This design comes from an exercise in tuning for small area and a short achievable clock period on the open sky130 flow, not from production work. Where RTL was checked, it was by simulation tests only, not by an equivalence proof against the original. Power and IR drop assume default switching activity.

red:
==> module rsel, before the edit <==
module rsel(sel, m, en, en_n, h, we, r, o);
input [15:0] sel, m;
input en, en_n, h, we;
output r, o;
wire y0, y1, rn;
g_or8    p0 (.s(sel[7:0]),  .m(m[7:0]),  .y(y0));
g_or8    p1 (.s(sel[15:8]), .m(m[15:8]), .y(y1));
g_a222oi f  (.a1(en), .a2(y0), .b1(en), .b2(y1), .c1(en_n), .c2(h), .y(rn));
g_nor2   oo (.a(we), .b(rn), .y(o));
g_inv    ir (.a(rn), .y(r));
endmodule
==> module g_a222oi, before the edit <==
module g_a222oi(a1, a2, b1, b2, c1, c2, y);
input a1, a2, b1, b2, c1, c2; output y;
assign y = ~((a1 & a2) | (b1 & b2) | (c1 & c2));
endmodule
clock: 5.2 ns
lec_check: 0
cap_margin: 20
core_margin: 2
core_utilization: 40
setup_slack_margin: 1.5
slew_margin: 20
synth_hierarchical: 1
standard.sh (not shown) runs the stock make flow with config.mk's settings and CLKGATE_MAP_FILE= SYNTH_SCRIPT=/design/flow/synth_recipe.tcl, a recipe that flattens the netlist after the stock synthesis.
==> flow/flow/run.sh <==
#!/bin/bash
# Standard synthesis, then every combinational cell that synthesis gave a
# drive strength above 1 is set back to strength 1 (same function and pins;
# flip-flops are left as they are), then the standard layout from there.
# Each tool's output goes to a log file of its own in this folder.
set -euo pipefail
R=orfs/results/sky130hd/SIMD_CU/base
bash standard.sh synth > synth.log 2>&1
python3 flow/downsize.py "$FLOW_HOME/platforms/sky130hd/lib/sky130_fd_sc_hd__tt_025C_1v80.lib" \
  $R/1_2_yosys.v > downsize.log 2>&1
rm -f $R/1_synth.odb $R/1_synth.sdc
bash standard.sh finish > layout.log 2>&1
==> flow/flow/downsize.py <==
# Set every combinational cell in a synthesized netlist to drive strength 1.
# usage: downsize.py LIBERTY NETLIST (the netlist is rewritten in place)
import re, sys, collections
lib, net = sys.argv[1], sys.argv[2]
cells = set(re.findall(r'cell\s*\(\s*"?(sky130_fd_sc_hd__\w+?)"?\s*\)', open(lib).read()))
keep = ('df', 'edf', 'sdf', 'dl', 'clk', 'conb', 'tap', 'fill', 'decap')
changed = collections.Counter()
def swap(m):
    name, base, size = m.group(0), m.group(1), m.group(2)
    if base.startswith(keep) or size == '1':
        return name
    new = 'sky130_fd_sc_hd__%s_1' % base
    if new not in cells:
        return name
    changed[name + ' -> ' + new] += 1
    return new
text = open(net).read()
text = re.sub(r'(?<=^  )sky130_fd_sc_hd__(\w+?)_(\d+)(?= )', swap, text, flags=re.M)
open(net, 'w').write(text)
for k, n in sorted(changed.items()):
    print(n, k)
## Diff of input files: green against red
--- a/flow/design.v
+++ b/flow/design.v
@@ -109,12 +109,13 @@
 input [15:0] sel, m;
 input en, en_n, h, we;
 output r, o;
-wire y0, y1, rn;
-g_or8    p0 (.s(sel[7:0]),  .m(m[7:0]),  .y(y0));
-g_or8    p1 (.s(sel[15:8]), .m(m[15:8]), .y(y1));
-g_a222oi f  (.a1(en), .a2(y0), .b1(en), .b2(y1), .c1(en_n), .c2(h), .y(rn));
-g_nor2   oo (.a(we), .b(rn), .y(o));
-g_inv    ir (.a(rn), .y(r));
+wire y0, y1, a, b;
+g_or8   p0 (.s(sel[7:0]),  .m(m[7:0]),  .y(y0));
+g_or8   p1 (.s(sel[15:8]), .m(m[15:8]), .y(y1));
+g_o21ai na (.a1(y0), .a2(y1), .b1(en), .y(a));    
+g_nand2 nb (.a(en_n), .b(h), .y(b));              
+g_a21oi oo (.a1(a), .a2(b), .b1(we), .y(o));
+g_nand2 rr (.a(a), .b(b), .y(r));
 endmodule
 module g_or8(s, m, y);
 input [7:0] s, m;
@@ -141,9 +142,13 @@
 input a1, a2, b1, b2; output y;
 assign y = (a1 & a2) | (b1 & b2);
 endmodule
-module g_a222oi(a1, a2, b1, b2, c1, c2, y);
-input a1, a2, b1, b2, c1, c2; output y;
-assign y = ~((a1 & a2) | (b1 & b2) | (c1 & c2));
+module g_o21ai(a1, a2, b1, y);
+input a1, a2, b1; output y;
+assign y = ~((a1 | a2) & b1);
+endmodule
+module g_a21oi(a1, a2, b1, y);
+input a1, a2, b1; output y;
+assign y = ~((a1 & a2) | b1);
 endmodule
 module SIMD_CU(d,d1,d2,en_write, 
 		en_read, reg_write_addr1,
==> comparison <==
- Having completed the whole flow, green delivered a layout that passed the timing, design-rule and antenna checks.
- Between red and green, the sum of buffers and inverters on the critical path is higher for red.
- green vs. red: power went down by about 3%.
- Fraction of standard cell area that is sequential is higher on green
- Maximum clock path buffer count: red vs green identical
- Per the comparison of green with red, length of the first detailed-routing pass in iterations shows a reduction of 2; final cell count without fillers climbed 62; combinational fraction of design power has decreased.
- The delay contributed by the slowest stage of the critical path reported for green is greater than that of red by 0.09 ns.
For red, only the layout was checked, not whether the RTL still works.

==> what the ideal ports hide <==
No port has a modelled driver above. Below, the same layouts with a new extraction and two added sets of constraints.
Step 1: set_driving_cell puts a clkbuf_16 on clk and a buf_2 on each other input, an assumption about the parent block.
Step 2 adds t to the input delays and takes it off the output delays; t is the mean of the earliest and latest rising clock arrival at the registers after step 1. Input paths then give back, and output paths get back, about the clock's delay inside the block.
a / b / c = no drivers / after step 1 / after step 2; a / b = the first two.
run	shift t [ns]	setup slack, ns	hold WS [ns]	worst setup path after step 2	slew at the worst register clock pin (ns)
red	0.657	1.443 / 1.399 / 1.399	0.483 / 0.483 / 0.483	input to output	0.07 / 0.07
green	0.653	1.348 / 1.323 / 1.323	0.435 / 0.435 / 0.435	input to output	0.06 / 0.06
After both steps every run listed still meets setup and hold. The setup slack of red, which loses most, moves by -0.044 ns with the drivers and by -0.044 ns with both steps.
